Source: an optimization exercise on an open RTL-to-GDS flow (aim: small area). Production flows keep margins and buffers that such runs may drop.
In this exercise RTL edits were held to simulation tests only and were not proved equivalent to the original.
Power is estimated from default activity; no workload was simulated.

==> flow/config.mk <==
export PLATFORM = sky130hd
export DESIGN_NAME = morse_top
export DESIGN_NICKNAME = morse_top
export VERILOG_FILES = /design/flow/design.v
export SDC_FILE = /design/flow/constraint.sdc
export NUM_CORES = 4
export LEC_CHECK = 0
export ABC_AREA = 1
export CAP_MARGIN = 20
export CORE_MARGIN = 2
export CORE_UTILIZATION = 55
export SLEW_MARGIN = 20
export BUFFER_PORTS_ARGS = -buffer_cell sky130_fd_sc_hd__buf_1
export CTS_ARGS = -sink_clustering_enable -repair_clock_nets -dont_use_dummy_load -sink_clustering_size 12 -sink_clustering_max_diameter 60 -buf_list {sky130_fd_sc_hd__clkbuf_4 sky130_fd_sc_hd__clkbuf_8 sky130_fd_sc_hd__clkbuf_16}
==> flow/constraint.sdc <==
create_clock -name core_clock -period 20.0 [get_ports {clk}]
set_input_delay 4.0000 -clock core_clock [delete_from_list [all_inputs] [get_ports {clk}]]
set_output_delay 4.0000 -clock core_clock [all_outputs]
set_load 0.01 [all_outputs]
==> flow/design.v <==
`timescale 1ns / 1ps
module decoder(
    input clk,
    input rst,           
    input en,            
    input long_key,
    input short_key,
    input send,
    input back_space,
    input reset,
    input wr,            
    output reg [14:0] Y_led,
    output reg error_out_of_length,
    output error_character,
    output reg error_decode,
    output reg [3:0] cnt_character,
    output reg [5:0] code,
    output reg pend
);
reg [1:0] extra;
reg [2:0] k_long, k_short, k_back, k_send;
reg [3:0] k_reset;
wire full = error_out_of_length;
assign error_character = cnt_character[3];
wire h_long  = long_key & (&k_long);
wire h_short = short_key & (&k_short);
wire h_back  = back_space & (&k_back);
wire h_send  = send & (&k_send);
wire h_reset = k_reset[3] | (reset & (&k_reset[2:0]));
wire a_long  = h_long;
wire a_short = ~h_long & h_short;
wire a_back  = ~h_long & ~h_short & h_back;
wire a_send  = ~h_long & ~h_short & ~h_back & h_send;
wire a_reset = ~h_long & ~h_short & ~h_back & ~h_send & h_reset;
wire a_any   = h_long | h_short | h_back | h_send | h_reset;
wire [15:0] z;
assign z[15] = 1'b1;
genvar g;
generate
    for (g = 0; g < 15; g = g + 1) begin : g_z
        assign z[g] = z[g + 1] & ~Y_led[g];
    end
endgenerate
wire [14:0] at;
assign at[0] = z[0];
assign at[1] = 1'b0;
generate
    for (g = 2; g < 15; g = g + 1) begin : g_at
        assign at[g] = Y_led[g - 2] & z[g - 1];
    end
endgenerate
wire [16:0] last;
assign last[13:0] = {14{~full}} & at[13:0];
assign last[14] = full ? (~Y_led[14] & ~Y_led[13]) : at[14];
assign last[15] = full & ~Y_led[14] & Y_led[13];
assign last[16] = full & Y_led[14];
wire empty = ~full & z[0];
localparam [63:0] CODE_OK = 64'hd101808b3fd7fffc;
wire code_ok = CODE_OK[code];
wire send_ok = ~cnt_character[3] & ~empty & (extra == 2'd0) & code_ok;
wire push_long  = a_long & ~full & ~at[14];
wire push_short = a_short & ~full;
wire push = push_long | push_short;
wire pop  = a_back & ~empty;
reg [14:0] y_n;
integer i;
always @(*)
    for (i = 0; i < 15; i = i + 1)
        y_n[i] = (Y_led[i] & ~(a_send | a_reset) & ~(a_back & (last[i + 2] | last[i + 3])))
               | (push_long & (at[i] | (i > 0 ? at[i - 1] : 1'b0)))
               | (push_short & at[i]);
always @(posedge clk)
if (rst) begin
    Y_led <= 15'd0;
    error_out_of_length <= 1'b0;
    cnt_character <= 4'd0;
    error_decode <= 1'b0;
    code <= 6'd1;
    extra <= 2'd0;
    pend <= 1'b0;
    k_long <= 3'd0;
    k_short <= 3'd0;
    k_back <= 3'd0;
    k_send <= 3'd0;
    k_reset <= 4'd0;
end else begin
    if (wr) begin
        pend <= 1'b0;
        code <= 6'd1;
    end
    if (en) begin
        error_decode <= 1'b0;
        Y_led <= y_n;
        if (a_long)
            error_out_of_length <= full | at[12] | at[13] | at[14];
        else if (a_short)
            error_out_of_length <= full | at[13] | at[14];
        else if (a_any)
            error_out_of_length <= 1'b0;
        k_long  <= a_any ? 3'd0 : k_long + long_key;
        k_short <= a_any ? 3'd0 : k_short + short_key;
        k_back  <= a_any ? 3'd0 : k_back + back_space;
        k_send  <= a_any ? 3'd0 : k_send + send;
        k_reset <= (a_any & ~a_long) ? 4'd0 : k_reset + (reset & ~k_reset[3]);
        if (a_reset || (a_send && !send_ok)) begin
            code <= 6'd1;
            extra <= 2'd0;
        end else if (push) begin
            if (pend)
                code <= {5'b00001, a_long};
            else if (code[5] || extra != 2'd0)
                extra <= extra + 2'd1;
            else
                code <= {code[4:0], a_long};
        end else if (pop) begin
            if (extra != 2'd0)
                extra <= extra - 2'd1;
            else
                code <= {1'b0, code[5:1]};
        end
        if (a_send) begin
            if (send_ok) begin
                cnt_character <= cnt_character + 4'd1;
                pend <= 1'b1;
            end else if (!cnt_character[3])
                error_decode <= 1'b1;
        end
        if (a_reset) begin
            cnt_character <= 4'd0;
            pend <= 1'b0;
        end
    end
end
endmodule
`timescale 1ns / 1ps
module seg_tube(
    input switch,               
    input mode_selection,       
    input clk,
    input rst,                  
    output [7:0] DIG,           
    input [5:0] code,           
    input pend,
    input [3:0] cnt_characters,
    input [63:0] store,
    output wr,                  
    output [7:0] Y              
);
reg [2:0] scan_cnt;
reg [4:0] frame;
reg [9:0] mode_cnt;
reg [47:0] ring;
wire [3:0] last = cnt_characters - 4'd1;
assign wr = pend & (scan_cnt == last[2:0]);
wire [5:0] cur = wr ? code : ring[5:0];
always @(posedge clk)
    ring <= {cur, ring[47:6]};
wire frame_end = ~mode_cnt[0] & mode_cnt[1] & mode_cnt[3] & ~mode_cnt[4] &
                 mode_cnt[5] & mode_cnt[6] & ~mode_cnt[7] & ~mode_cnt[9];
always @(posedge clk)
if (rst) begin
    scan_cnt <= 3'd0;
    mode_cnt <= 10'd0;
    frame <= 5'd16;
end else begin
    scan_cnt <= scan_cnt + 3'd1;
    if (mode_selection) begin
        mode_cnt <= 10'd0;
        frame <= 5'd16;
    end else if (frame_end) begin
        mode_cnt <= 10'd0;
        frame <= (frame == 5'd7) ? 5'd16 : frame + 5'd1;
    end else
        mode_cnt <= {mode_cnt[8:0], ~(mode_cnt[9] ^ mode_cnt[6])};
end
wire [6:0] ch;
assign ch[0] = (cur[0] & cur[2] & ~cur[3] & ~cur[4]) | (~cur[0] & ~cur[2] & ~cur[4]) | (cur[0] & ~cur[1] & cur[2]) | (~cur[0] & cur[1] & cur[3]) | (~cur[0] & cur[1] & cur[4]) | (cur[4] & cur[5]) | (cur[1] & ~cur[2] & cur[5]) | (~cur[0] & ~cur[1] & ~cur[3] & ~cur[4]);
assign ch[1] = (cur[0] & cur[2] & ~cur[3]) | (~cur[0] & ~cur[1] & ~cur[2] & ~cur[3] & ~cur[5]) | (cur[1] & cur[2] & cur[4]) | (cur[3] & cur[5]) | (cur[0] & cur[5]) | (cur[2] & cur[3] & cur[4]) | (cur[0] & cur[1] & ~cur[2] & cur[3]) | (~cur[0] & ~cur[1] & cur[2] & ~cur[4]) | (cur[0] & ~cur[1] & ~cur[2] & ~cur[4]);
assign ch[2] = (cur[0] & cur[3]) | (~cur[2] & cur[5]) | (~cur[1] & ~cur[2] & cur[4]) | (cur[2] & ~cur[4] & ~cur[5]) | (cur[4] & cur[5]) | (cur[0] & cur[4]);
assign ch[3] = (~cur[0] & ~cur[1] & cur[2]) | (cur[1] & cur[3] & cur[4]) | (cur[0] & cur[1] & ~cur[2]) | (cur[0] & ~cur[3] & cur[4]) | (~cur[0] & ~cur[3] & cur[5]) | (~cur[0] & ~cur[1] & cur[3] & ~cur[5]) | (cur[1] & cur[2] & cur[3] & ~cur[5]) | (cur[2] & ~cur[3] & cur[5]) | (cur[1] & ~cur[2] & ~cur[3] & ~cur[4]) | (cur[0] & ~cur[2] & cur[3] & ~cur[4]);
assign ch[4] = (~cur[0] & cur[4] & ~cur[5]) | (cur[1] & ~cur[4] & ~cur[5]) | (cur[0] & ~cur[4] & ~cur[5]) | (~cur[2] & ~cur[3] & cur[4]) | (~cur[0] & ~cur[1] & cur[2] & cur[3]) | (cur[2] & ~cur[3] & cur[5]) | (cur[0] & cur[4] & cur[5]);
assign ch[5] = (cur[0] & ~cur[3] & ~cur[4] & ~cur[5]) | (~cur[0] & cur[1] & cur[3]) | (~cur[1] & cur[5]) | (cur[0] & cur[3] & cur[4]) | (~cur[0] & ~cur[3] & cur[4]) | (cur[1] & ~cur[2] & ~cur[5]) | (cur[0] & ~cur[1] & cur[3]) | (~cur[0] & ~cur[2] & cur[4]);
assign ch[6] = ~((cur[0] & cur[1] & cur[2] & ~cur[3] & ~cur[5]) | (~cur[2] & cur[3] & cur[5]) | (~cur[0] & cur[1] & cur[3] & ~cur[5]) | (cur[0] & cur[3] & cur[5]) | (~cur[0] & ~cur[1] & cur[2] & ~cur[3]) | (cur[0] & ~cur[3] & cur[4]) | (cur[0] & ~cur[1] & ~cur[2] & ~cur[4] & ~cur[5]));
wire [3:0] g_static, g_scroll;
assign g_static[0] = ~((~scan_cnt[0] & frame[1] & ~frame[2]) | (scan_cnt[1] & scan_cnt[2] & frame[3]) | (scan_cnt[0] & scan_cnt[1] & scan_cnt[2] & ~frame[1]) | (scan_cnt[0] & scan_cnt[2] & ~frame[2]) | (~scan_cnt[0] & ~scan_cnt[1] & scan_cnt[2] & ~frame[3]) | (scan_cnt[0] & ~scan_cnt[1] & ~scan_cnt[2] & ~frame[1]) | (scan_cnt[0] & ~scan_cnt[1] & frame[1] & frame[2]));
assign g_static[1] = (scan_cnt[2] & frame[3]) | (scan_cnt[0] & frame[1] & ~frame[2]) | (scan_cnt[1] & scan_cnt[2] & frame[1] & ~frame[2]) | (~scan_cnt[0] & scan_cnt[1] & ~frame[1] & frame[2]) | (~scan_cnt[0] & scan_cnt[1] & ~scan_cnt[2] & frame[2]) | (~scan_cnt[0] & scan_cnt[1] & ~scan_cnt[2] & ~frame[1]) | (scan_cnt[0] & scan_cnt[1] & ~frame[2] & ~frame[3]) | (~scan_cnt[0] & ~scan_cnt[1] & ~frame[1] & ~frame[2] & ~frame[3]);
assign g_static[2] = ~((scan_cnt[0] & scan_cnt[1] & ~scan_cnt[2] & ~frame[1] & ~frame[2] & ~frame[3]) | (scan_cnt[0] & ~scan_cnt[1] & scan_cnt[2] & ~frame[1]) | (scan_cnt[1] & scan_cnt[2] & frame[3]) | (~scan_cnt[0] & ~scan_cnt[1] & frame[1] & ~frame[2]) | (scan_cnt[0] & scan_cnt[2] & frame[1] & frame[2]));
assign g_static[3] = ~((~scan_cnt[1] & scan_cnt[2] & ~frame[1] & ~frame[2] & ~frame[3]) | (~scan_cnt[0] & ~scan_cnt[2] & frame[1]) | (~scan_cnt[2] & frame[3]) | (scan_cnt[0] & scan_cnt[1] & frame[3]) | (scan_cnt[1] & ~scan_cnt[2] & frame[1]) | (~scan_cnt[2] & frame[2]) | (scan_cnt[1] & ~frame[1] & frame[2]) | (~scan_cnt[0] & frame[2]) | (~scan_cnt[0] & ~scan_cnt[1] & frame[3]));
wire [4:0] k = frame + {2'b00, scan_cnt};
assign g_scroll[0] = ~((~k[0] & ~k[2]) | (k[1] & k[2]) | (k[3]) | (k[4]));
assign g_scroll[1] = (~k[0]) | (k[1]) | (k[2]) | (k[3]) | (k[4]);
assign g_scroll[2] = (k[3]) | (k[4]) | (k[0] & ~k[1]) | (~k[0] & ~k[2]) | (k[1] & k[2]);
assign g_scroll[3] = (~k[1] & ~k[2]) | (k[1] & k[2]) | (k[3]) | (k[4]);
wire still = frame[4] & (frame[3:1] < 3'd5);
wire [3:0] glyph = still ? g_static : g_scroll;
wire [6:0] wel;
assign wel[0] = (~glyph[0] & ~glyph[3]) | (~glyph[2] & glyph[3]) | (glyph[0] & glyph[1] & glyph[2]);
assign wel[1] = (~glyph[1] & glyph[2]) | (glyph[0] & glyph[2] & ~glyph[3]) | (~glyph[2] & glyph[3]);
assign wel[2] = (~glyph[0] & glyph[1] & ~glyph[2]) | (glyph[0] & glyph[2]) | (~glyph[1] & glyph[3]) | (~glyph[2] & glyph[3]);
assign wel[3] = ~((~glyph[0] & ~glyph[1] & ~glyph[2] & glyph[3]) | (glyph[0] & ~glyph[1] & glyph[2]) | (glyph[0] & glyph[1] & ~glyph[2] & glyph[3]) | (~glyph[0] & glyph[1] & glyph[2] & glyph[3]));
assign wel[4] = (glyph[1] & ~glyph[3]) | (~glyph[1] & glyph[2] & glyph[3]) | (~glyph[0] & ~glyph[3]);
assign wel[5] = (glyph[1] & ~glyph[3]) | (~glyph[1] & glyph[3]) | (~glyph[2] & ~glyph[3]) | (glyph[0] & glyph[2] & glyph[3]);
assign wel[6] = ~((glyph[0] & ~glyph[3]) | (glyph[0] & glyph[1] & ~glyph[2]) | (~glyph[0] & glyph[2] & glyph[3]) | (~glyph[0] & ~glyph[1] & ~glyph[2]));
wire [7:0] sel = 8'b1000_0000 >> scan_cnt;
wire [6:0] st_seg;
genvar i, j;
generate
    for (i = 0; i < 7; i = i + 1) begin : g_store
        wire [7:0] t;
        for (j = 0; j < 8; j = j + 1) begin : g_byte
            assign t[j] = sel[j] & store[8 * j + i];
        end
        assign st_seg[i] = |t;
    end
endgenerate
wire show = {1'b0, scan_cnt} < cnt_characters;
reg [6:0] seg;
always @(*)
    if (switch)
        seg = st_seg;
    else if (mode_selection)
        seg = show ? ~ch : 7'b111_1111;
    else
        seg = ~wel;
assign Y = {1'b1, seg};
genvar d;
generate
    for (d = 0; d < 8; d = d + 1) begin : g_dig
        assign DIG[d] = ~(switch ? sel[7 - d] : sel[d]);
    end
endgenerate
endmodule
`timescale 1ns / 1ps
module morse_top(
    input clk,                  
    input rst,                  
    input enable,               
    input EN,                   
    input [63:0] store,         
    input long_key,             
    input short_key,            
    input send_decoder,         
    input back_space_decoder,   
    input reset,                
    output [14:0] Y_led,
    output error_out_of_length,
    output error_character,
    output error_decode,
    output [7:0] seg_bit_selection,
    output [7:0] seg_selection
);
wire [3:0] cnt_character;
wire [5:0] code;
wire pend, wr;
decoder u_decoder(
    .clk(clk),
    .rst(rst),
    .en(enable),
    .long_key(long_key),
    .short_key(short_key),
    .send(send_decoder),
    .back_space(back_space_decoder),
    .reset(reset),
    .wr(wr),
    .Y_led(Y_led),
    .error_out_of_length(error_out_of_length),
    .error_character(error_character),
    .error_decode(error_decode),
    .cnt_character(cnt_character),
    .code(code),
    .pend(pend)
);
seg_tube u_seg_tube(
    .switch(EN),
    .mode_selection(enable),
    .clk(clk),
    .rst(rst),
    .DIG(seg_bit_selection),
    .code(code),
    .pend(pend),
    .cnt_characters(cnt_character),
    .store(store),
    .wr(wr),
    .Y(seg_selection)
);
endmodule
==> flow/flow/run.sh <==
#!/bin/bash
# The standard layout (standard.sh, unchanged synthesis), with smaller port
# buffers and a leaner clock tree: every port still gets its own buffer
# (buf_1 instead of clkdlybuf4s50_1), and CTS builds the tree from small
# clock buffers in small clusters, without dummy loads.
# make's full output goes to make_finish.log; each ORFS step also keeps its
# own log under orfs/logs/.
set -euo pipefail
cat >> config.mk <<'EOC'
export BUFFER_PORTS_ARGS = -buffer_cell sky130_fd_sc_hd__buf_1
export CTS_ARGS = -sink_clustering_enable -repair_clock_nets -dont_use_dummy_load -sink_clustering_size 12 -sink_clustering_max_diameter 60 -buf_list {sky130_fd_sc_hd__clkbuf_4 sky130_fd_sc_hd__clkbuf_8 sky130_fd_sc_hd__clkbuf_16}
EOC
bash standard.sh finish > make_finish.log 2>&1
==> flow/standard.sh <==
#!/bin/bash
# synth_recipe.tcl (not shown) runs the flow's synth.tcl, then flattens the netlist and writes it again
# the make line also repeats each setting of config.mk as NAME=value (left out here)
make -C /OpenROAD-flow-scripts/flow DESIGN_CONFIG=/design/flow/config.mk WORK_HOME=/design/flow/orfs CLKGATE_MAP_FILE= SYNTH_SCRIPT=/design/flow/synth_recipe.tcl "${@:-finish}"
==> results of run 1 <==
-- area by class of cell --
type                       count  area share [%]
multi-input combinational    604            50.4
timing repair buffer          99            5.60
tap                          140            2.59
sequential                   112            33.1
inverter                     115            6.45
clock buffer                   9            1.83
-- path summary, 6_finish.rpt --
check,start,end,cells past startpoint
max,enable,seg_selection[6],8
min reg2reg,u_seg_tube.ring[30]$_DFF_P_,u_seg_tube.ring[24]$_DFF_P_,0
max reg2reg,u_decoder.k_long[1]$_SDFFE_PP0P_,u_decoder.Y_led[6]$_SDFFE_PP0P_,10
min,u_seg_tube.ring[30]$_DFF_P_,u_seg_tube.ring[24]$_DFF_P_,0
-- flip-flops by register name, indices dropped and copies added (netlist names) --
| register | flops |
|---|---|
| u_decoder.cnt_character | 4 |
| u_decoder.Y_led | 15 |
| u_decoder.k_long | 3 |
| u_decoder.pend | 1 |
| u_seg_tube.ring | 48 |
| u_seg_tube.frame | 5 |
| u_decoder.error_out_of_length | 1 |
| u_decoder.k_back | 3 |
| u_decoder.k_short | 3 |
| u_decoder.k_send | 3 |
| u_decoder.error_decode | 1 |
| u_decoder.extra | 2 |
| u_decoder.k_reset | 4 |
| u_seg_tube.scan_cnt | 3 |
| u_decoder.code | 6 |
| u_seg_tube.mode_cnt | 10 |
-- layout by cell type, fill, tap and decap left out, types with 3 or more instances in the layout --
master | synthesis | final
a211oi_1 | 6 | 6
a21oi_1 | 45 | 45
a221oi_1 | 8 | 8
a22o_1 | 9 | 9
a31oi_1 | 9 | 9
a32o_1 | 9 | 9
and3_1 | 4 | 4
buf_1 | 1 | 97
clkbuf_8 | 0 | 9
clkinv_1 | 5 | 5
dfxtp_1 | 112 | 112
ha_1 | 29 | 29
inv_1 | 103 | 103
inv_2 | 5 | 5
nand2_1 | 157 | 157
nand2_2 | 6 | 6
nand3_1 | 41 | 41
nand3_2 | 3 | 3
nand4_1 | 20 | 20
nor2_1 | 84 | 84
nor2_2 | 5 | 5
nor3_1 | 22 | 22
nor4_1 | 11 | 11
o211ai_1 | 16 | 16
o21ai_0 | 66 | 66
o21ai_1 | 6 | 6
o21ai_4 | 5 | 5
o22ai_1 | 5 | 5
o31ai_1 | 3 | 3
o32ai_1 | 3 | 3
xnor2_1 | 3 | 3
xor2_1 | 3 | 3
-- power by group through the flow --
stage | sequential, uW | clock (uW) | combinational [uW]
after global placement | 235 | 0 | 54.5
after detailed placement | 235 | 0 | 56.3
after global routing | 231 | 119 | 63.7
final | 230 | 108 | 57.3
after floorplan | 234 | 0 | 37.9
after CTS | 230 | 110 | 56.6
-- metrics by stage --
step | cells | setup slack (ns) | total power [uW] | instance area [sq um] | utilization (%)
2_1_floorplan | 853 | 11.01 | 272 | 6180 | -
3_3_place_gp | 1070 | 10.37 | 289 | 6640 | 61.0
3_5_place_dp | 1070 | 10.35 | 291 | 6640 | 61.0
4_1_cts | 1079 | 10.33 | 397 | 6770 | 62.1
5_1_grt | 1079 | 10.18 | 414 | 6770 | 62.1
6_report | 1079 | 10.32 | 396 | 6770 | 62.1
-- layer usage --
metal	share of wire (%)	track usage, %	vias to the layer above	wire (um)
met5	0	0	-	0
met4	2.2	10.5	0	356
met3	6.5	4.17	25	1050
met2	49	46.5	249	7860
met1	43	33.2	2803	6900
li1	-	-	3089	-
-- cell families after synthesis --
kind of cell             Yosys count
AO/OA/AOI/OAI                    205
adder cells (fa/ha/maj)           30
XOR/XNOR                           7
AND/OR/NAND/NOR                  361
other                              1
flip-flops                       112
buffers and inverters            137
==> impl_metrics.json, run 1 <==
{
  "status": "complete, no violations",
  "synth_compound_area_share_pct": 21.6,
  "coreArea_sq_um": 10900,
  "cp_num_buf_inv": 4,
  "start_util_pct": 56.8,
  "num_vias": 6166,
  "synthArstFlopShare_pct": 0,
  "drive_gt1_share_pct": 4.79,
  "cts_sinks": 112,
  "rows": 38,
  "synth_top_family_by_area": "simple AND/OR/NAND/NOR gates",
  "die_area_sq_um": 12100,
  "post_drt_via_cell_ratio": 5.71,
  "synth-edff-count": 0,
  "hold_path.class": "flop to flop",
  "antenna_found_initial": 0,
  "rsz0062_at_grt": "false",
  "synthFlopType": "dfxtp_1",
  "diodes": 0,
  "drt_first_pass_iters": 6,
  "critical-path-top-delay-family": "buffers and inverters",
  "die_x_um": 110,
  "synthXorXnorAreaFrac_pct": 1.11,
  "cts_root_buffer": "clkbuf_8",
  "peakVddDrop_uv": 61.0,
  "pin_count": 107,
  "synth.top_cell.area_share_pct": 36.3,
  "fin_crit_sh_pct": 48.4,
  "max_freq_ghz": 0.103,
  "grtUsageTotal_pct": 26.8,
  "p_sw_uw": 109,
  "htreeDepth": 3,
  "p_leak_uw": 0.00286,
  "synth_nets": 956,
  "worstPathRequired_ns": 16.00,
  "clkPwrFrac_pct": 27.4,
  "die_h_um": 110,
  "synth_seq_cells": 112,
  "synth_area_sq_um": 6180,
  "fillers": 1032,
  "yosysWarnings": 3,
  "p_comb_share_pct": 14.5,
  "synthCells": 853,
  "crit_path_end_kind": "output pin",
  "cts_setup_buffers": 0,
  "hold_slack_ns": 0.333,
  "slowest_delay_ns": 0.38,
  "clk_path_buf_depth": 2,
  "switching_share_pct": 27.5,
  "grt_remaining_overflow": 0,
  "synth_common_cells": "nand2_1, dfxtp_1, inv_1",
  "wl_per_cell_um": 15.0,
  "nNetsFinal": 1044,
  "grt_pass1_vias": 5541,
  "cp_common_cell": "buf_1",
  "cts.clk_slew.worst_paths_ns": 0.10,
  "cts_resized": 0,
  "clk_latency_ns": 0.39,
  "seq_area_sq_um": 2240,
  "pwr-share-seq_pct": 58.2,
  "crit_type": "primary input to output pin",
  "drtIter0Drc": 555,
  "dp_hpwl_um": 12000,
  "slew_viol_final": 0,
  "multi_input_area_sq_um": 3410,
  "timing.reg2reg.setup_slack_ns": 17.44,
  "synth_simple_gate_area_share_pct": 26.2,
  "hold_buffers": 0,
  "drt-total-wl_um": 16200,
  "worstSetupStartpointType": "primary input",
  "ant_nets": 0,
  "cts_tree": "yes",
  "grt_pass1_wl_um": 25600,
  "yosys.area.top_type": "dfxtp_1",
  "hold_viol": 0,
  "numCtsBuffers": 9,
  "drc": 0,
  "yosys.area_share.adder_pct": 6.19,
  "p_int_uw": 287,
  "place.gp.congestion": 0.926,
  "relSlewSlack_pct": 31.7,
  "area_growth_syn_to_layout_pct": 9.39,
  "synthMuxAreaShare_pct": 0,
  "tns_ns": 0,
  "path_max_fanout": 33,
  "ys_seq_area_share_pct": 36.3,
  "critPathSlowestCell": "nor2_1",
  "critPathArrivalTime_ns": 5.68,
  "min_period_ns": 9.68,
  "worst_pin_slew_ns": 1.02,
  "fin_skew_ns": 0.0325,
  "synth_area_leaders": "dfxtp_1, nand2_1, inv_1",
  "yosysMostFrequentCell": "nand2_1",
  "grt_max_degree": 34,
  "syn_area_per_cell_sq_um": 7.25,
  "crit_chain": "buf_1, buf_4, inv_1, nor2_1, nand4_1, nand2_1, o21ai_1, buf_1",
  "maxCapViolCount": 0,
  "yosys.cell_types.count": 56,
  "portBuffers": 97,
  "power_density_nw_per_um2": 58.5,
  "setup_viol": 0
}
==> run 2, diff against run 1 <==
--- a/flow/design.v
+++ b/flow/design.v
@@ -22,17 +22,18 @@
 reg [3:0] k_reset;
 wire full = error_out_of_length;
 assign error_character = cnt_character[3];
+wire run = en & ~rst;
 wire h_long  = long_key & (&k_long);
 wire h_short = short_key & (&k_short);
 wire h_back  = back_space & (&k_back);
 wire h_send  = send & (&k_send);
 wire h_reset = k_reset[3] | (reset & (&k_reset[2:0]));
-wire a_long  = h_long;
-wire a_short = ~h_long & h_short;
-wire a_back  = ~h_long & ~h_short & h_back;
-wire a_send  = ~h_long & ~h_short & ~h_back & h_send;
-wire a_reset = ~h_long & ~h_short & ~h_back & ~h_send & h_reset;
-wire a_any   = h_long | h_short | h_back | h_send | h_reset;
+wire a_long  = run & h_long;
+wire a_short = run & ~h_long & h_short;
+wire a_back  = run & ~h_long & ~h_short & h_back;
+wire a_send  = run & ~h_long & ~h_short & ~h_back & h_send;
+wire a_reset = run & ~h_long & ~h_short & ~h_back & ~h_send & h_reset;
+wire a_any   = run & (h_long | h_short | h_back | h_send | h_reset);
 wire [15:0] z;
 assign z[15] = 1'b1;
 genvar g;
@@ -58,78 +59,63 @@
 localparam [63:0] CODE_OK = 64'hd101808b3fd7fffc;
 wire code_ok = CODE_OK[code];
 wire send_ok = ~cnt_character[3] & ~empty & (extra == 2'd0) & code_ok;
+wire sent = a_send & send_ok;            
+wire wipe = rst | a_reset | (a_send & ~send_ok);   
 wire push_long  = a_long & ~full & ~at[14];
 wire push_short = a_short & ~full;
 wire push = push_long | push_short;
 wire pop  = a_back & ~empty;
+wire clear = rst | a_send | a_reset;     
 reg [14:0] y_n;
 integer i;
 always @(*)
     for (i = 0; i < 15; i = i + 1)
-        y_n[i] = (Y_led[i] & ~(a_send | a_reset) & ~(a_back & (last[i + 2] | last[i + 3])))
+        y_n[i] = (Y_led[i] & ~clear & ~(a_back & (last[i + 2] | last[i + 3])))
                | (push_long & (at[i] | (i > 0 ? at[i - 1] : 1'b0)))
                | (push_short & at[i]);
-always @(posedge clk)
-if (rst) begin
-    Y_led <= 15'd0;
-    error_out_of_length <= 1'b0;
-    cnt_character <= 4'd0;
-    error_decode <= 1'b0;
-    code <= 6'd1;
-    extra <= 2'd0;
-    pend <= 1'b0;
-    k_long <= 3'd0;
-    k_short <= 3'd0;
-    k_back <= 3'd0;
-    k_send <= 3'd0;
-    k_reset <= 4'd0;
-end else begin
-    if (wr) begin
-        pend <= 1'b0;
-        code <= 6'd1;
-    end
-    if (en) begin
-        error_decode <= 1'b0;
-        Y_led <= y_n;
-        if (a_long)
-            error_out_of_length <= full | at[12] | at[13] | at[14];
-        else if (a_short)
-            error_out_of_length <= full | at[13] | at[14];
-        else if (a_any)
-            error_out_of_length <= 1'b0;
-        k_long  <= a_any ? 3'd0 : k_long + long_key;
-        k_short <= a_any ? 3'd0 : k_short + short_key;
-        k_back  <= a_any ? 3'd0 : k_back + back_space;
-        k_send  <= a_any ? 3'd0 : k_send + send;
-        k_reset <= (a_any & ~a_long) ? 4'd0 : k_reset + (reset & ~k_reset[3]);
-        if (a_reset || (a_send && !send_ok)) begin
-            code <= 6'd1;
-            extra <= 2'd0;
-        end else if (push) begin
-            if (pend)
-                code <= {5'b00001, a_long};
-            else if (code[5] || extra != 2'd0)
-                extra <= extra + 2'd1;
-            else
-                code <= {code[4:0], a_long};
-        end else if (pop) begin
-            if (extra != 2'd0)
-                extra <= extra - 2'd1;
-            else
-                code <= {1'b0, code[5:1]};
-        end
-        if (a_send) begin
-            if (send_ok) begin
-                cnt_character <= cnt_character + 4'd1;
-                pend <= 1'b1;
-            end else if (!cnt_character[3])
-                error_decode <= 1'b1;
-        end
-        if (a_reset) begin
-            cnt_character <= 4'd0;
-            pend <= 1'b0;
-        end
-    end
+wire full_n = (a_long & (full | at[12] | at[13] | at[14]))
+            | (a_short & (full | at[13] | at[14]))
+            | (full & ~rst & ~a_any);
+wire more = code[5] | (extra != 2'd0);   
+reg [5:0] code_n;
+reg [1:0] extra_n;
+always @(*) begin
+    code_n = code;
+    extra_n = extra;
+    if (wipe) begin
+        code_n = 6'd1;
+        extra_n = 2'd0;
+    end else if (push) begin
+        if (pend)
+            code_n = {5'b00001, a_long};
+        else if (more)
+            extra_n = extra + 2'd1;
+        else
+            code_n = {code[4:0], a_long};
+    end else if (pop) begin
+        if (extra != 2'd0)
+            extra_n = extra - 2'd1;
+        else
+            code_n = {1'b0, code[5:1]};
+    end else if (wr)
+        code_n = 6'd1;
+end
+wire k_clr  = rst | a_any;
+wire kr_clr = rst | (a_any & ~a_long);
+wire ke = en;
+always @(posedge clk) begin
+    Y_led <= y_n;
+    error_out_of_length <= full_n;
+    code <= code_n;
+    extra <= extra_n;
+    pend <= ~rst & ~a_reset & (sent | (pend & ~wr));
+    cnt_character <= {4{~rst & ~a_reset}} & (cnt_character + {3'd0, sent});
+    error_decode <= ~rst & (en ? (a_send & ~send_ok & ~cnt_character[3]) : error_decode);
+    k_long  <= {3{~k_clr}} & (k_long + {2'd0, long_key & ke});
+    k_short <= {3{~k_clr}} & (k_short + {2'd0, short_key & ke});
+    k_back  <= {3{~k_clr}} & (k_back + {2'd0, back_space & ke});
+    k_send  <= {3{~k_clr}} & (k_send + {2'd0, send & ke});
+    k_reset <= {4{~kr_clr}} & (k_reset + {3'd0, reset & ke & ~k_reset[3]});
 end
 endmodule
 `timescale 1ns / 1ps
==> run 2 against run 1 <==
  * Still clean
  * Combinational power decreased by 13%
  * Wire length decreased by 9.2%
  * Count of clock-buffer cells in the layout unchanged
  * Via count decreased by 6.7%
  * Critical path depth decreased by 1
  * First-iteration DRC count decreased by 24%
  * Cell area decreased by 4.3%
  * Critical path type unchanged
  * Critical endpoint is now seg_selection[4]
  * Largest cell class unchanged
==> impl_metrics.json, run 2 <==
{
  "status": "complete, no violations",
  "synth_nets": 920,
  "worstSetupStartpointType": "primary input",
  "htreeDepth": 3,
  "rows": 37,
  "worstPathRequired_ns": 16.00,
  "synth.top_cell.area_share_pct": 38.1,
  "grt_pass1_vias": 5227,
  "coreArea_sq_um": 10400,
  "synth_area_sq_um": 5890,
  "synth-edff-count": 0,
  "power_density_nw_per_um2": 59.6,
  "fin_cells": 1041,
  "hold_start": "u_seg_tube.ring[15]$_DFF_P_",
  "wl_per_cell_um": 14.1,
  "cts_root_buffer": "clkbuf_8",
  "fin_crit_sh_pct": 47.5,
  "nNetsFinal": 1011,
  "fin_skew_ns": 0.0323,
  "cts.clk_slew.worst_paths_ns": 0.09,
  "diodes": 0,
  "hold_buffers": 0,
  "synth_common_cells": "nand2_1, inv_1, dfxtp_1",
  "crit_type": "primary input to output pin",
  "yosys.cell_types.count": 49,
  "slew_viol_final": 0,
  "yosysMostFrequentCell": "nand2_1",
  "min_period_ns": 9.49,
  "num_vias": 5754,
  "numCtsBuffers": 9,
  "pin_count": 107,
  "startpoint": "enable",
  "grt_max_degree": 22,
  "post_drt_via_cell_ratio": 5.53,
  "hold_depth": 0,
  "synth_simple_gate_area_share_pct": 27.8,
  "drive_gt1_share_pct": 4.31,
  "place.gp.congestion": 0.915,
  "fillers": 982,
  "die_x_um": 107,
  "timing.reg2reg.setup_slack_ns": 17.32,
  "rsz0062_at_grt": "false",
  "area_growth_syn_to_layout_pct": 9.95,
  "synthCells": 816,
  "synth_compound_area_share_pct": 15.5,
  "peakVddDrop_uv": 60.6,
  "drt_first_pass_iters": 5,
  "worst_pin_slew_ns": 1.02,
  "synthMuxAreaShare_pct": 0,
  "synth_seq_cells": 112,
  "cts_setup_buffers": 0,
  "multi_input_area_sq_um": 3110,
  "die_area_sq_um": 11500,
  "layout_commonest_cell": "nand2_1",
  "r2r_end": "u_decoder.cnt_character[2]$_DFF_P_",
  "critPathSlowestCell": "buf_1",
  "synthXorXnorAreaFrac_pct": 2.64,
  "synthFlopType": "dfxtp_1",
  "dp_hpwl_um": 11200,
  "die_h_um": 107,
  "portBuffers": 97,
  "cts_sinks": 112,
  "clk_path_buf_depth": 2,
  "drt-total-wl_um": 14700,
  "maxCapViolCount": 0,
  "clk_latency_ns": 0.37,
  "grtUsageTotal_pct": 25.5,
  "cts_tree": "yes",
  "synth_top_family_by_area": "simple AND/OR/NAND/NOR gates",
  "crit_path_end_kind": "output pin",
  "grt_pass1_wl_um": 23700,
  "critPathArrivalTime_ns": 5.49,
  "hold_viol": 0,
  "largest_register": "u_seg_tube.ring",
  "setup_viol": 0,
  "ant_nets": 0,
  "dp_cells": 1032,
  "synth_area_leaders": "dfxtp_1, nand2_1, inv_1",
  "holdPathEnd": "u_seg_tube.ring[9]$_DFF_P_",
  "drtIter0Drc": 424,
  "top_regs": "u_seg_tube.ring: 48 flops, u_decoder.Y_led: 15 flops, u_seg_tube.mode_cnt: 10 flops",
  "final_cell_mix": "nand2_1, inv_1, dfxtp_1",
  "yosysWarnings": 3,
  "cts_resized": 0,
  "path_max_fanout": 9,
  "hold_path.class": "flop to flop",
  "slowest_delay_ns": 0.41,
  "relSlewSlack_pct": 31.7,
  "synthArstFlopShare_pct": 0,
  "yosys.area_share.adder_pct": 6.72,
  "max_freq_ghz": 0.105,
  "seq_area_sq_um": 2240,
  "r2r_cells": 16,
  "crit_chain": "buf_1, inv_2, nor2_1, o21ai_0, nand2_1, o21ai_0, buf_1",
  "yosys.area.top_type": "dfxtp_1",
  "start_util_pct": 56.8,
  "largest_reg_flops": 48,
  "r2r_start": "u_decoder.Y_led[14]$_DFF_P_",
  "p_leak_uw": 0.00294,
  "syn_area_per_cell_sq_um": 7.21,
  "tns_ns": 0,
  "ys_seq_area_share_pct": 38.1,
  "antenna_found_initial": 0,
  "drc": 0,
  "grt_remaining_overflow": 0
}
==> run 2: cell count changes in the layout (fill, tap and decap cells not counted), sizes merged, moves of 12 or more <==
cell   delta
a21oi    -28
o21ai    -25
nor2     +19
nand2    +14
nor3     -13
nand3    +12
==> run 2: worst max path at each step <==
| stage | end | slack, ns | cells past startpoint |
|---|---|---|---|
| floorplan | seg_bit_selection[0] | 11.18 | 4 |
| global placement | seg_selection[4] | 10.50 | 7 |
| detailed placement | seg_selection[4] | 10.47 | 7 |
| CTS | seg_selection[4] | 10.47 | 7 |
| global route | seg_selection[4] | 10.22 | 7 |
| finish | seg_selection[4] | 10.51 | 7 |
==> run 2: report_power, final <==
group / total [uW] / switching, uW / internal (uW) / leakage [uW]
Sequential: 230 / 3.36 / 226 / 0.000905
Combinational: 49.6 / 31.6 / 18.0 / 0.00197
Clock: 106 / 65.4 / 40.7 / 0.0000647
Total: 385 / 100 / 285 / 0.00294
==> run 2: layer usage <==
layer	global-route usage (%)	wire (um)	up-vias
met5	0	0	-
met4	6.41	234	0
met3	4.48	1150	17
met2	43.0	6580	244
met1	33.8	6720	2631
li1	-	-	2862
==> run 2: layout make-up <==
class | instances | area share [%]
Clock buffer | 9 | 1.91
Tap cell | 136 | 2.63
Inverter | 123 | 7.13
Multi-Input combinational cell | 564 | 48.0
Sequential cell | 112 | 34.6
Timing Repair Buffer | 97 | 5.63
==> run 2: cells by family (layout without fill, tap and decap cells) <==
group	after synthesis	count (layout)
AO/OA/AOI/OAI	137	137
AND/OR/NAND/NOR	379	379
other	1	1
XOR/XNOR	16	16
flip-flops	112	112
adder cells (fa/ha/maj)	31	31
buffers and inverters	140	229
==> run 2: worst max-delay path, delay by kind of cell <==
family	cells	cell delay (ns)
compound gates	2	0.32
buf+inv	3	0.73
simple gates	2	0.44
==> run 2: metrics by stage <==
| stage | worst slack [ns] | utilization, % | power (uW) | hold WS [ns] | instance area [sq um] |
|---|---|---|---|---|---|
| final | 10.51 | 62.4 | 385 | 0.323 | 6470 |
| after global placement | 10.50 | 61.1 | 283 | 0.310 | 6340 |
| after floorplan | 11.18 | - | 267 | 0.310 | 5890 |
| after CTS | 10.47 | 62.3 | 388 | 0.318 | 6460 |
| after global routing | 10.22 | 62.4 | 404 | 0.322 | 6470 |
| after detailed placement | 10.47 | 61.1 | 284 | 0.312 | 6340 |
==> run 3, diff against run 2 <==
==> flow/flow/run.sh (replaced) <==
#!/bin/bash
# Layout flow: the standard flow (standard.sh), with three changes.
#  1. After the standard synthesis, its logic (everything but the flip-flops,
#     which keep their cells and names) is optimised again by ABC with a
#     stronger script (flow/abc.script) and mapped onto the same library;
#     the netlist then goes through the rest of the standard flow.
#  2. Every port still gets its own buffer, a buf_1 instead of clkdlybuf4s50_1.
#  3. CTS builds the tree from small clock buffers in small clusters,
#     without dummy loads.
# Each tool's full output goes to a log here: make_synth.log, resynth.log,
# make_finish.log (ORFS also keeps each step's log under orfs/logs/).
set -euo pipefail
cat >> config.mk <<'EOC'
export BUFFER_PORTS_ARGS = -buffer_cell sky130_fd_sc_hd__buf_1
export CTS_ARGS = -sink_clustering_enable -repair_clock_nets -dont_use_dummy_load -sink_clustering_size 8 -sink_clustering_max_diameter 30 -buf_list {sky130_fd_sc_hd__clkbuf_4 sky130_fd_sc_hd__clkbuf_8}
EOC
bash standard.sh synth > make_synth.log 2>&1

RES=orfs/results/${FLOW_PLATFORM}/morse_top/base
LIB=${FLOW_HOME}/platforms/${FLOW_PLATFORM}/lib/sky130_fd_sc_hd__tt_025C_1v80.lib
YOSYS=yosys
if [[ -x ${FLOW_HOME}/../tools/install/yosys/bin/yosys ]]; then
  YOSYS=${FLOW_HOME}/../tools/install/yosys/bin/yosys
fi
DONT_USE=""
for c in $(sed -n 's/^export DONT_USE_CELLS += *//p; /^ *sky130_fd_sc_hd__/p' ${FLOW_HOME}/platforms/${FLOW_PLATFORM}/config.mk | tr -d '\\'); do
  DONT_USE="$DONT_USE -dont_use $c"
done
cp ${RES}/1_2_yosys.v standard_1_2_yosys.v
${YOSYS} -l resynth.log -p "
read_liberty -ignore_miss_func ${LIB}
blackbox sky130_fd_sc_hd__dfxtp_1
read_verilog standard_1_2_yosys.v
hierarchy -top ${FLOW_TOP}
flatten
opt -purge
techmap
opt -fast -purge
abc -script flow/abc.script -liberty ${LIB} ${DONT_USE}
setundef -zero
splitnets
opt_clean -purge
hilomap -singleton -hicell sky130_fd_sc_hd__conb_1 HI -locell sky130_fd_sc_hd__conb_1 LO
insbuf -buf sky130_fd_sc_hd__buf_4 A X
write_verilog -noattr -nohex -nodec resynth_1_2_yosys.v
tee -o resynth_stat.txt stat -liberty ${LIB}
" > /dev/null
cp resynth_1_2_yosys.v ${RES}/1_2_yosys.v
rm -f ${RES}/1_synth.odb ${RES}/1_synth.sdc
bash standard.sh finish > make_finish.log 2>&1
==> flow/flow/abc.script (new file) <==
strash
&get -n
&deepsyn -T 120
&put
&get -n
&dch -f
&nf -R 1000
&put
topo
dnsize -c
==> flow/config.mk (replaced) <==
export PLATFORM = sky130hd
export DESIGN_NAME = morse_top
export DESIGN_NICKNAME = morse_top
export VERILOG_FILES = /design/flow/design.v
export SDC_FILE = /design/flow/constraint.sdc
export NUM_CORES = 4
export LEC_CHECK = 0
export ABC_AREA = 1
export CAP_MARGIN = 20
export CORE_MARGIN = 2
export CORE_UTILIZATION = 55
export SLEW_MARGIN = 20
export BUFFER_PORTS_ARGS = -buffer_cell sky130_fd_sc_hd__buf_1
export CTS_ARGS = -sink_clustering_enable -repair_clock_nets -dont_use_dummy_load -sink_clustering_size 8 -sink_clustering_max_diameter 30 -buf_list {sky130_fd_sc_hd__clkbuf_4 sky130_fd_sc_hd__clkbuf_8}
==> run 3 against run 2 <==
  * Cell count is 24% lower
  * Count of clock-buffer cells in the layout unchanged
  * Worst hold slack got worse by 0.025 ns
  * Register-to-register slack worse by 0.79 ns
  * Sequential power hardly changed
  * Power fell by 3.9%
  * Sequential share of layout area is 6.4 points higher
  * Clock power hardly changed
  * Critical path type unchanged
==> impl_metrics.json, run 3 <==
{
  "status": "complete, no violations",
  "worstPathRequired_ns": 16.00,
  "slew_viol_final": 0,
  "ant_nets": 0,
  "diodes": 0,
  "clk_path_buf_depth": 2,
  "p_leak_uw": 0.00193,
  "wl_per_cell_um": 14.7,
  "drtIter0Drc": 326,
  "crit_type": "primary input to output pin",
  "peakVddDrop_uv": 34.5,
  "setup_viol": 0,
  "die_h_um": 98.6,
  "fin_crit_sh_pct": 49.3,
  "maxCapViolCount": 0,
  "cts_resized": 0,
  "critPathArrivalTime_ns": 5.86,
  "cts_sinks": 112,
  "pre_cts_slack_ns": 10.10,
  "nNetsFinal": 754,
  "min_period_ns": 9.86,
  "grt_remaining_overflow": 0,
  "hold_viol": 0,
  "grt_pass1_wl_um": 19400,
  "rsz0062_at_grt": "false",
  "r2r_start": "u_decoder.error_out_of_length$_DFF_P_",
  "drt-total-wl_um": 11500,
  "grt_max_degree": 26,
  "pin_count": 107,
  "grtUsageTotal_pct": 23.5,
  "cts.clk_slew.worst_paths_ns": 0.09,
  "portBuffers": 97,
  "worst_pin_slew_ns": 0.946,
  "coreArea_sq_um": 8680,
  "largest_register": "u_seg_tube.ring",
  "htreeDepth": 3,
  "synth_nets": 658,
  "timing.reg2reg.setup_slack_ns": 16.53,
  "syn_area_per_cell_sq_um": 8.41,
  "die_area_sq_um": 9720,
  "area_growth_syn_to_layout_pct": 10.9,
  "hold_path.class": "flop to flop",
  "setup_ws_ns": 10.14,
  "numCtsBuffers": 9,
  "largest_reg_flops": 48,
  "hold_depth": 0,
  "synth_area_sq_um": 4920,
  "wl_met1_um": 5320,
  "drt_first_pass_iters": 5,
  "rows": 34,
  "hold_start": "u_seg_tube.ring[41]$_DFF_P_",
  "worstSetupStartpointType": "primary input",
  "place.gp.congestion": 0.897,
  "clk_latency_ns": 0.37,
  "r2r_end": "u_decoder.code[1]$_SDFFE_PP0P_",
  "drc": 0,
  "cts_setup_buffers": 0,
  "dp_hpwl_um": 8380,
  "power_density_nw_per_um2": 67.8,
  "antenna_found_initial": 0,
  "drive_gt1_share_pct": 2.21,
  "hold_buffers": 0,
  "relSlewSlack_pct": 36.4,
  "synthCells": 585,
  "post_drt_via_cell_ratio": 5.99,
  "max_freq_ghz": 0.101,
  "dr_wl_met2_um": 5410,
  "r2r_cells": 10,
  "cts_root_buffer": "clkbuf_8",
  "top_regs": "u_seg_tube.ring: 48 flops, u_decoder.Y_led: 15 flops, u_seg_tube.mode_cnt: 10 flops",
  "crit_path_end_kind": "output pin",
  "path_max_fanout": 9,
  "design_power_total_uw": 370,
  "top_layer_used": "met4",
  "startpoint": "EN",
  "final_cell_mix": "dfxtp_1, buf_1, nor2_1",
  "num_vias": 4713,
  "yosysWarnings": 3,
  "layout_commonest_cell": "dfxtp_1",
  "final_util_pct": 62.9,
  "tns_ns": 0,
  "fin_skew_ns": 0.0510,
  "cts_tree": "yes",
  "holdPathEnd": "u_seg_tube.ring[35]$_DFF_P_",
  "grt_pass1_vias": 4408,
  "start_util_pct": 56.7,
  "wl_met3_um": 654,
  "die_x_um": 98.6
}
[run 3: metal layers]
layer / vias to the layer above / track usage, %
met5: - / 0
met1: 2150 / 31.1
met4: 0 / 8.11
met3: 19 / 3.83
met2: 191 / 39.4
li1: 2353 / -
[run 3: cell type report]
| type | instances | area, sq um |
|---|---|---|
| flip-flops and latches | 112 | 2240 |
| clock buffers | 9 | 124 |
| repair buffers | 101 | 394 |
| multi-input cells | 437 | 2490 |
| well taps | 108 | 135 |
| fillers | 774 | 3220 |
| inverters | 20 | 75.1 |
[run 3: stage by stage]
step	instance area (sq um)	hold WS (ns)	instances
after floorplan	4920	0.310	585
after CTS	5450	0.303	787
final	5460	0.297	787
after detailed placement	5330	0.312	778
after global placement	5330	0.311	778
after global routing	5460	0.303	787
[run 3: how the worst max path moves through the flow]
stage	end	depth (start not counted)
2_1_floorplan	seg_selection[2]	4
3_3_place_gp	seg_selection[3]	9
3_5_place_dp	seg_selection[0]	9
4_1_cts	seg_selection[0]	9
5_1_grt	seg_selection[3]	9
6_report	seg_selection[0]	9
[run 3: worst max-delay path, stage by stage]
cell and delay [ns]:
buf_1 0.23, clkinv_1 0.19, nor2_1 0.57, nand3_1 0.20
a21oi_1 0.18, a21oi_1 0.06, a31oi_1 0.18, nor4_1 0.07
buf_1 0.16
[run 3: power by group]
group	switching (uW)	leakage, uW	internal [uW]
registers	2.40	0.000904	225
logic	23.9	0.000957	15.3
clock network	63.3	0.0000647	40.6
==> run 4, diff against run 3 <==
--- a/flow/flow/run.sh
+++ b/flow/flow/run.sh
@@ -12,7 +12,7 @@
 set -euo pipefail
 cat >> config.mk <<'EOC'
 export BUFFER_PORTS_ARGS = -buffer_cell sky130_fd_sc_hd__buf_1
-export CTS_ARGS = -sink_clustering_enable -repair_clock_nets -dont_use_dummy_load -sink_clustering_size 8 -sink_clustering_max_diameter 30 -buf_list {sky130_fd_sc_hd__clkbuf_4 sky130_fd_sc_hd__clkbuf_8}
+export CTS_ARGS = -sink_clustering_enable -repair_clock_nets -dont_use_dummy_load -sink_buffer_max_cap_derate 0.6 -buf_list {sky130_fd_sc_hd__clkbuf_8}
 EOC
 bash standard.sh synth > make_synth.log 2>&1
 
--- a/flow/config.mk
+++ b/flow/config.mk
@@ -11,4 +11,4 @@
 export CORE_UTILIZATION = 55
 export SLEW_MARGIN = 20
 export BUFFER_PORTS_ARGS = -buffer_cell sky130_fd_sc_hd__buf_1
-export CTS_ARGS = -sink_clustering_enable -repair_clock_nets -dont_use_dummy_load -sink_clustering_size 8 -sink_clustering_max_diameter 30 -buf_list {sky130_fd_sc_hd__clkbuf_4 sky130_fd_sc_hd__clkbuf_8}
+export CTS_ARGS = -sink_clustering_enable -repair_clock_nets -dont_use_dummy_load -sink_buffer_max_cap_derate 0.6 -buf_list {sky130_fd_sc_hd__clkbuf_8}
==> run 4 against run 3 <==
  * Setup slack did not move
  * Worst hold slack is the same
  * Sequential power barely moved
  * Wire length unchanged
  * Die area unchanged
==> impl_metrics.json, run 4 <==
{
  "timing.reg2reg.setup_slack_ns": 16.53,
  "design_area_sq_um": 5460,
  "cts_setup_buffers": 0,
  "tns_ns": 0,
  "fillers": 774,
  "placed_cell_area_sq_um": 5330,
  "drc": 0,
  "diodes": 0,
  "coreArea_sq_um": 8680,
  "wl_per_cell_um": 14.7,
  "worst_pin_slew_ns": 0.946,
  "die_h_um": 98.6,
  "layout_commonest_cell": "dfxtp_1",
  "syn_area_per_cell_sq_um": 8.41,
  "final_util_pct": 62.9,
  "ant_nets": 0,
  "antenna_found_initial": 0,
  "die_x_um": 98.6,
  "synth_nets": 658,
  "fin_skew_ns": 0.0510,
  "critPathSlowestCell": "nor2_1",
  "dp_hpwl_um": 8380,
  "final_cell_mix": "dfxtp_1, buf_1, nor2_1",
  "largest_register": "u_seg_tube.ring",
  "power_density_nw_per_um2": 67.8,
  "portBuffers": 97,
  "slew_viol_final": 0,
  "place.gp.congestion": 0.897,
  "drt_first_pass_iters": 5,
  "multi_input_area_sq_um": 2490,
  "area_growth_syn_to_layout_pct": 10.9,
  "min_period_ns": 9.86,
  "pin_count": 107,
  "critPathArrivalTime_ns": 5.86,
  "peakVddDrop_uv": 34.5,
  "crit_chain": "buf_1, clkinv_1, nor2_1, nand3_1, a21oi_1, a21oi_1, a31oi_1, nor4_1, buf_1",
  "grt_remaining_overflow": 0,
  "post_drt_via_cell_ratio": 5.99,
  "top_regs": "u_seg_tube.ring: 48 flops, u_decoder.Y_led: 15 flops, u_seg_tube.mode_cnt: 10 flops",
  "grt_pass1_wl_um": 19400,
  "worstSetupStartpointType": "primary input",
  "start_util_pct": 56.7,
  "num_vias": 4713,
  "grt_max_degree": 26,
  "hold_path.class": "flop to flop",
  "yosysWarnings": 3,
  "path_max_fanout": 9,
  "top_layer_used": "met4",
  "rows": 34,
  "clk_path_buf_depth": 2,
  "cts_sinks": 112,
  "htreeDepth": 3,
  "clk_latency_ns": 0.37,
  "maxCapViolCount": 0,
  "status": "complete, no violations",
  "synthCells": 585,
  "seq_area_sq_um": 2240,
  "relSlewSlack_pct": 36.4,
  "worstPathRequired_ns": 16.00,
  "crit_type": "primary input to output pin",
  "cts_resized": 0,
  "dr_wl_met2_um": 5410,
  "p_leak_uw": 0.00193,
  "largest_reg_flops": 48,
  "cts.clk_slew.worst_paths_ns": 0.09,
  "rsz0062_at_grt": "false",
  "drive_gt1_share_pct": 2.21,
  "fin_crit_sh_pct": 49.3,
  "cts_tree": "yes",
  "hold_viol": 0,
  "numCtsBuffers": 9,
  "hold_slack_ns": 0.297,
  "grtUsageTotal_pct": 23.5,
  "wl_met3_um": 654,
  "cts_root_buffer": "clkbuf_8",
  "die_area_sq_um": 9720,
  "synth_area_sq_um": 4920,
  "nNetsFinal": 754,
  "hold_buffers": 0,
  "grt_pass1_vias": 4408,
  "slowest_delay_ns": 0.57,
  "drt-total-wl_um": 11500,
  "max_freq_ghz": 0.101,
  "crit_path_end_kind": "output pin",
  "setup_viol": 0,
  "drtIter0Drc": 326,
  "wl_met1_um": 5320
}
run 4: where the power goes:
part	switching [uW]	leakage (uW)	internal, uW	total [uW]
Sequential	2.40	0.000904	225	227
Combinational	23.9	0.000957	15.3	39.1
Clock	63.3	0.0000647	40.6	104
Total	89.6	0.00193	281	370
run 4: metrics by stage:
step	instances	worst slack [ns]	power, uW
3_5_place_dp	778	10.10	271
2_1_floorplan	585	10.99	256
5_1_grt	787	9.88	386
3_3_place_gp	778	10.17	270
6_report	787	10.14	370
4_1_cts	787	10.10	374
run 4: routing by layer:
layer  vias to the layer above  global-route usage, %
met4                         0                   8.11
li1                       2353                      -
met1                      2150                   31.1
met5                         -                      0
met2                       191                   39.4
met3                        19                   3.83
run 4: final timing paths:
check / startpoint / endpoint / depth (start not counted)
setup reg to reg: u_decoder.error_out_of_length$_DFF_P_ / u_decoder.code[1]$_SDFFE_PP0P_ / 10
hold reg to reg: u_seg_tube.ring[41]$_DFF_P_ / u_seg_tube.ring[35]$_DFF_P_ / 0
setup / recovery: EN / seg_selection[0] / 9
hold / removal: u_seg_tube.ring[41]$_DFF_P_ / u_seg_tube.ring[35]$_DFF_P_ / 0
run 4: cell type report:
cell class,count,share of cell area (%)
Tap cell,108,2.48
Timing Repair Buffer,101,7.22
Inverter,20,1.38
Clock buffer,9,2.27
Sequential cell,112,41.1
Multi-Input combinational cell,437,45.6
run 4: worst max-delay path: cells and delay by family:
kind / cells / cell delay (ns)
and+or+nand+nor: 3 / 0.84
buffers and inverters: 3 / 0.58
AOI/OAI and AO/OA: 3 / 0.42
==> run 5, diff against run 4 <==
--- a/flow/flow/run.sh
+++ b/flow/flow/run.sh
@@ -12,7 +12,7 @@
 set -euo pipefail
 cat >> config.mk <<'EOC'
 export BUFFER_PORTS_ARGS = -buffer_cell sky130_fd_sc_hd__buf_1
-export CTS_ARGS = -sink_clustering_enable -repair_clock_nets -dont_use_dummy_load -sink_buffer_max_cap_derate 0.6 -buf_list {sky130_fd_sc_hd__clkbuf_8}
+export CTS_ARGS = -sink_clustering_enable -repair_clock_nets -dont_use_dummy_load -sink_clustering_size 12 -sink_clustering_max_diameter 60 -buf_list {sky130_fd_sc_hd__clkbuf_4 sky130_fd_sc_hd__clkbuf_8 sky130_fd_sc_hd__clkbuf_16}
 EOC
 bash standard.sh synth > make_synth.log 2>&1
 
--- a/flow/config.mk
+++ b/flow/config.mk
@@ -11,4 +11,4 @@
 export CORE_UTILIZATION = 55
 export SLEW_MARGIN = 20
 export BUFFER_PORTS_ARGS = -buffer_cell sky130_fd_sc_hd__buf_1
-export CTS_ARGS = -sink_clustering_enable -repair_clock_nets -dont_use_dummy_load -sink_buffer_max_cap_derate 0.6 -buf_list {sky130_fd_sc_hd__clkbuf_8}
+export CTS_ARGS = -sink_clustering_enable -repair_clock_nets -dont_use_dummy_load -sink_clustering_size 12 -sink_clustering_max_diameter 60 -buf_list {sky130_fd_sc_hd__clkbuf_4 sky130_fd_sc_hd__clkbuf_8 sky130_fd_sc_hd__clkbuf_16}
==> run 5 against run 4 <==
  * Still clean on timing, DRC and antenna
  * Register-to-register slack about the same
  * Non-clock buffer count is the same
  * Global-route usage is the same
  * Area after synthesis did not move
  * Clock power is essentially flat
  * Count of clock-buffer cells in the layout unchanged
  * Wire length did not move
  * Setup slack did not move
  * Power is the same
  * Combinational power barely moved
  * Critical path type unchanged
==> impl_metrics.json, run 5 <==
{
  "status": "complete, no violations",
  "hold_depth": 0,
  "ant_nets": 0,
  "pin_count": 107,
  "worst_pin_slew_ns": 0.946,
  "p_leak_uw": 0.00193,
  "die_x_um": 98.6,
  "holdPathEnd": "u_seg_tube.ring[35]$_DFF_P_",
  "worstPathRequired_ns": 16.00,
  "drtIter0Drc": 326,
  "htreeDepth": 3,
  "hold_buffers": 0,
  "grt_max_degree": 26,
  "drt_first_pass_iters": 5,
  "antenna_found_initial": 0,
  "cts_setup_buffers": 0,
  "multi_input_area_sq_um": 2490,
  "cts_resized": 0,
  "synthCells": 585,
  "cts_root_buffer": "clkbuf_8",
  "grtUsageTotal_pct": 23.5,
  "largest_register": "u_seg_tube.ring",
  "crit_path_end_kind": "output pin",
  "final_util_pct": 62.9,
  "cts_sinks": 112,
  "design_power_total_uw": 370,
  "num_vias": 4713,
  "fin_crit_sh_pct": 49.3,
  "portBuffers": 97,
  "grt_pass1_wl_um": 19400,
  "r2r_end": "u_decoder.code[1]$_SDFFE_PP0P_",
  "synth_nets": 658,
  "rsz0062_at_grt": "false",
  "hold_start": "u_seg_tube.ring[41]$_DFF_P_",
  "clk_path_buf_depth": 2,
  "syn_area_per_cell_sq_um": 8.41,
  "diodes": 0,
  "dp_cells": 778,
  "die_area_sq_um": 9720,
  "crit_type": "primary input to output pin",
  "slew_viol_final": 0,
  "clk_latency_ns": 0.37,
  "peakVddDrop_uv": 34.5,
  "critPathArrivalTime_ns": 5.86,
  "r2r_start": "u_decoder.error_out_of_length$_DFF_P_",
  "fillers": 774,
  "start_util_pct": 56.7,
  "slowest_delay_ns": 0.57,
  "crit_chain": "buf_1, clkinv_1, nor2_1, nand3_1, a21oi_1, a21oi_1, a31oi_1, nor4_1, buf_1",
  "rows": 34,
  "min_period_ns": 9.86,
  "yosysWarnings": 3,
  "drc": 0,
  "drt-total-wl_um": 11500,
  "worstSetupStartpointType": "primary input",
  "drive_gt1_share_pct": 2.21,
  "path_max_fanout": 9,
  "fin_cells": 787,
  "r2r_cells": 10,
  "tns_ns": 0,
  "seq_area_sq_um": 2240,
  "hold_viol": 0,
  "post_drt_via_cell_ratio": 5.99,
  "place.gp.congestion": 0.897,
  "die_h_um": 98.6,
  "grt_remaining_overflow": 0,
  "area_growth_syn_to_layout_pct": 10.9,
  "critPathSlowestCell": "nor2_1",
  "maxCapViolCount": 0,
  "setup_viol": 0,
  "nNetsFinal": 754,
  "power_density_nw_per_um2": 67.8,
  "fin_skew_ns": 0.0510,
  "numCtsBuffers": 9,
  "synth_area_sq_um": 4920,
  "cts.clk_slew.worst_paths_ns": 0.09,
  "layout_commonest_cell": "dfxtp_1",
  "final_cell_mix": "dfxtp_1, buf_1, nor2_1",
  "dp_hpwl_um": 8380,
  "hold_path.class": "flop to flop",
  "wl_per_cell_um": 14.7,
  "timing.reg2reg.setup_slack_ns": 16.53,
  "cts_tree": "yes",
  "grt_pass1_vias": 4408,
  "top_regs": "u_seg_tube.ring: 48 flops, u_decoder.Y_led: 15 flops, u_seg_tube.mode_cnt: 10 flops",
  "relSlewSlack_pct": 36.4,
  "max_freq_ghz": 0.101,
  "coreArea_sq_um": 8680,
  "largest_reg_flops": 48
}
## run 5: how the worst max path moves through the flow
stage / endpoint / start / cells past startpoint / slack [ns]
after floorplan: seg_selection[2] / EN / 4 / 10.99
after global placement: seg_selection[3] / EN / 9 / 10.17
after detailed placement: seg_selection[0] / EN / 9 / 10.10
after CTS: seg_selection[0] / EN / 9 / 10.10
after global routing: seg_selection[3] / EN / 9 / 9.88
final: seg_selection[0] / EN / 9 / 10.14
## run 5: where the power goes
| part | switching (uW) | internal (uW) | total [uW] |
|---|---|---|---|
| registers | 2.40 | 225 | 227 |
| logic | 23.9 | 15.3 | 39.1 |
| clock network | 63.3 | 40.6 | 104 |
## run 5: layout make-up
type                       count  area share, %
clock buffer                   9           2.27
inverter                      20           1.38
multi-input combinational    437           45.6
sequential                   112           41.1
tap                          108           2.48
timing repair buffer         101           7.22
## run 5: per-layer routing
layer / routed length, um / vias to the layer above / GRT usage, % / part of all wire [%]
met2: 5410 / 191 / 39.4 / 47
met4: 150 / 0 / 8.11 / 1.3
met1: 5320 / 2150 / 31.1 / 46
met5: 0 / - / 0 / 0
met3: 654 / 19 / 3.83 / 5.7
li1: - / 2353 / - / -
## run 5: worst max-delay path: cells and delay by family
kind	cells	cell delay, ns
and+or+nand+nor	3	0.84
buffers and inverters	3	0.58
AOI/OAI and AO/OA	3	0.42
## run 5: metrics by stage
stage | setup WS, ns | cell area (sq um) | hold slack [ns]
after global placement | 10.17 | 5330 | 0.311
after detailed placement | 10.10 | 5330 | 0.312
final | 10.14 | 5460 | 0.297
after global routing | 9.88 | 5460 | 0.303
after CTS | 10.10 | 5450 | 0.303
after floorplan | 10.99 | 4920 | 0.310

-- what the ideal ports hide --
The flow's constraints put no driver on any port. The routed layouts listed below were extracted and timed again, unchanged, in two steps.
Step 1 (the two cells are an assumption about what drives the block):
set clk [get_ports {clk}]
set_driving_cell -lib_cell sky130_fd_sc_hd__clkbuf_16 $clk
set_driving_cell -lib_cell sky130_fd_sc_hd__buf_2 [delete_from_list [all_inputs] $clk]
Step 2 moves the port delays by t, midway between the first and last clock arrival at a register: inputs arrive t later, outputs are due t later. That takes back most of the time a late clock gives input paths.
a / b / c = no drivers / after step 1 / after step 2; a / b = the first two.
run | t, ns | setup WS [ns] | worst setup path after step 2 | latest minus earliest clock arrival (ns) | worst slew at a driven data input, ns
run 1 | 0.409 | 10.317 / 10.294 / 10.294 | input to output | 0.033 / 0.034 | 0.04
run 2 | 0.385 | 10.508 / 10.486 / 10.486 | input to output | 0.033 / 0.033 | 0.06
run 3 | 0.376 | 10.145 / 10.119 / 10.119 | input to output | 0.052 / 0.053 | 0.04
run 4 | 0.376 | 10.145 / 10.119 / 10.119 | input to output | 0.052 / 0.053 | 0.04
run 5 | 0.376 | 10.145 / 10.119 / 10.119 | input to output | 0.052 / 0.053 | 0.04
After both steps every run listed still meets setup and hold.
